Background: an optimization exercise with open tools, aiming at small area, a short achievable clock period and few clock cycles per item. Do not read the settings as production practice.
Function was checked by simulation only, so behaviour that the tests miss may differ from the original.
Power is estimated from default activity; no workload was simulated.

== build 13 ==
## net_proc
module net_proc (
    input logic clk,
    input logic start,
    output logic done,
    output logic [3:0] max_idx_10,
    input logic ext_mem_rst,
    input logic ext_mem_we,
    input logic [7:0] ext_mem_wdata,
    output logic [12:0] inst_addr,
    input logic [237:0] inst_data,
    output logic res_valid,
    output logic [7:0] res_data
);
clock: 10.0 ns
lec_check: 0
cap_margin: 20
core_margin: 2
core_utilization: 40
slew_margin: 20
synth_memory_max_bits: 16384
standard.sh (not shown) runs the stock make flow with config.mk's settings and CLKGATE_MAP_FILE= SYNTH_SCRIPT=/design/flow/synth_recipe.tcl, a recipe that flattens the netlist after the stock synthesis.
==> flow/flow/run.sh <==
#!/bin/bash
set -euo pipefail
MARGIN=${MARGIN:-6.5}
CTS="-sink_clustering_enable -repair_clock_nets -sink_clustering_size 18 -sink_clustering_max_diameter 50 -sink_clustering_buffer sky130_fd_sc_hd__clkbuf_8 -dont_use_dummy_load"
DONT=$(awk '/^export DONT_USE_CELLS \+=/ {on=1; sub(/^export DONT_USE_CELLS \+=/, "")}
           on {c = ($0 ~ /\\$/); sub(/\\$/, ""); printf "%s ", $0; if (!c) on=0}' \
       "$FLOW_HOME/platforms/$FLOW_PLATFORM/config.mk" | tr -s ' ')
DONT="$DONT sky130_fd_sc_hd__clkinvlp_2 sky130_fd_sc_hd__clkinvlp_4"
W=$(pwd)
R=$W/orfs/results/$FLOW_PLATFORM/net_proc/base
bash standard.sh "$R/1_2_yosys.v" > "$W/synth.log" 2>&1
cp "$R/1_2_yosys.v" "$W/1_2_yosys.std.v"
python3 flow/fapol.py "$W/1_2_yosys.std.v" "$W/1_2_yosys.pol.v" > "$W/fapol.log" 2>&1
cp "$W/1_2_yosys.pol.v" "$R/1_2_yosys.v"
echo "DONT_USE_CELLS=$DONT" > "$W/dont_use.log"
bash standard.sh "SETUP_SLACK_MARGIN=$MARGIN" "CTS_ARGS=$CTS" "DONT_USE_CELLS=$DONT" \
    "BUFFER_PORTS_ARGS=-buffer_cell sky130_fd_sc_hd__buf_4" finish > "$W/finish.log" 2>&1
Other scripts of this flow, unchanged in this note and not shown: flow/flow/fapol.py
No stage failed in build 13, and the final checks on the layout all came back clean.
Testbench counts of build 13, summed over its fixed seeds: cycles 47,556, inferences 12.
Inputs modified between build 13 and build 5:
# build 13
export LEC_CHECK = 0
export CAP_MARGIN = 20
export CORE_MARGIN = 2
export CORE_UTILIZATION = 40
export SLEW_MARGIN = 20
export SYNTH_MEMORY_MAX_BITS = 16384
create_clock -name core_clock -period 10.0 [get_ports {clk}]
# build 5
export LEC_CHECK = 0
export ABC_AREA = 1
export CAP_MARGIN = 20
export CORE_MARGIN = 2
export CORE_UTILIZATION = 55
export SLEW_MARGIN = 20
export SYNTH_MEMORY_MAX_BITS = 16384
create_clock -name core_clock -period 10.0 [get_ports {clk}]
==> comparison <==
Of build 5 and build 13, it is build 5 that has the lower synthesized cell count. When build 5 is measured against build 13, its cell leakage power turns out 2.8 nW higher. Taking build 13 as the reference point, the global-route wire length before repair of build 5 falls by 3.8%. Going from build 13 to build 5, the core utilization was found to have gone up by 17 points. Going from build 13 to build 5, maximum fanout encountered on the critical timing path grows by 42.
Changes in build 35 relative to build 5:
# build 5
export LEC_CHECK = 0
export ABC_AREA = 1
export CAP_MARGIN = 20
export CORE_MARGIN = 2
export CORE_UTILIZATION = 55
export SLEW_MARGIN = 20
export SYNTH_MEMORY_MAX_BITS = 16384
create_clock -name core_clock -period 10.0 [get_ports {clk}]
# build 35
export LEC_CHECK = 0
export CAP_MARGIN = 20
export CORE_MARGIN = 2
export CORE_UTILIZATION = 40
export SLEW_MARGIN = 20
export SYNTH_MEMORY_MAX_BITS = 16384
create_clock -name core_clock -period 10.0 [get_ports {clk}]
--- a/flow/flow/run.sh
+++ b/flow/flow/run.sh
@@ -2,3 +2,3 @@
 set -euo pipefail
-MARGIN=${MARGIN:-6.5}
+MARGIN=${MARGIN:-6.3}
 CTS="-sink_clustering_enable -repair_clock_nets -sink_clustering_size 18 -sink_clustering_max_diameter 50 -sink_clustering_buffer sky130_fd_sc_hd__clkbuf_8 -dont_use_dummy_load"
### Flow results
- Build 5 → build 35: synthesized cell count climbed 1.8%; number of clock buffers in the layout went down; setup slack on the worst flop-to-flop path up 0.05 ns.
- Looking only at total power density per cell area, and setting everything else aside, the lower value of build 5 and build 35 goes to build 35.
Changes in build 67 relative to build 35:
# build 35
export LEC_CHECK = 0
export CAP_MARGIN = 20
export CORE_MARGIN = 2
export CORE_UTILIZATION = 40
export SLEW_MARGIN = 20
export SYNTH_MEMORY_MAX_BITS = 16384
create_clock -name core_clock -period 10.0 [get_ports {clk}]
# build 67
export LEC_CHECK = 0
export ABC_AREA = 1
export CAP_MARGIN = 20
export CORE_MARGIN = 2
export CORE_UTILIZATION = 40
export SLEW_MARGIN = 20
export SYNTH_MEMORY_MAX_BITS = 16384
create_clock -name core_clock -period 10.0 [get_ports {clk}]
--- a/flow/flow/run.sh
+++ b/flow/flow/run.sh
@@ -2,3 +2,3 @@
 set -euo pipefail
-MARGIN=${MARGIN:-6.3}
+MARGIN=${MARGIN:-6.5}
 CTS="-sink_clustering_enable -repair_clock_nets -sink_clustering_size 18 -sink_clustering_max_diameter 50 -sink_clustering_buffer sky130_fd_sc_hd__clkbuf_8 -dont_use_dummy_load"
## What came out
Ran to the end and failed final checks on antenna violations: build 67. Build 35 ended with every stage complete and zero timing, DRC or antenna violations. Compared with build 35, in build 67 portion of total power attributed to combinational logic shows an increase of 15 points, logic depth of the worst setup path including buffers shows a reduction of 1. Re number of CTS-inserted buffers: build 35 was lower than build 67. Per the comparison of build 67 with build 35, die area decreased 0.037 mm2, wire length essentially unchanged. The utilization of build 67 is higher than that of build 35. Comparing build 35 and build 67, average vias per placed instance is lower on build 67. Build 67: setup slack 0.030 ns below build 35. Going from build 35 to build 67, number of non-clock buffers in the layout down 15%, synthesized net count decreased by about 1.6% relative to the old numbers. Between build 35 and build 67, the final cell count figures differ only marginally.

==> separate check: timing with driven ports <==
The flow's constraints put no driver on any port. The routed layouts listed below were extracted and timed again, unchanged, in two steps. Step 1 (the two cells are an assumption about what drives the block):
set clk [get_ports {clk}]
set_driving_cell -lib_cell sky130_fd_sc_hd__clkbuf_16 $clk
set_driving_cell -lib_cell sky130_fd_sc_hd__buf_2 [delete_from_list [all_inputs] $clk]
Step 2 adds t to the input delays and takes it off the output delays; t is the mean of the earliest and latest rising clock arrival at the registers after step 1. Input paths then give back, and output paths get back, about the clock's delay inside the block. Three values: ideal ports, drivers, drivers and shift; two values: the first two.
run	t, ns	setup WS [ns]	clock arrival spread, ns	worst slew at a driven data input, ns	cell pins on the clock port's net
build 13	1.229	6.348 / 6.196 / 4.967	0.137 / 0.136	0.60	1
build 5	1.188	6.307 / 6.253 / 5.065	0.166 / 0.166	0.46	1
build 35	1.248	6.286 / 6.056 / 4.809	0.131 / 0.131	0.47	1
build 67	1.212	6.256 / 6.245 / 5.045	0.177 / 0.177	0.43	1
For build 35, which loses most, drivers alone change the setup slack by -0.230 ns; drivers and shift together by -1.477 ns.
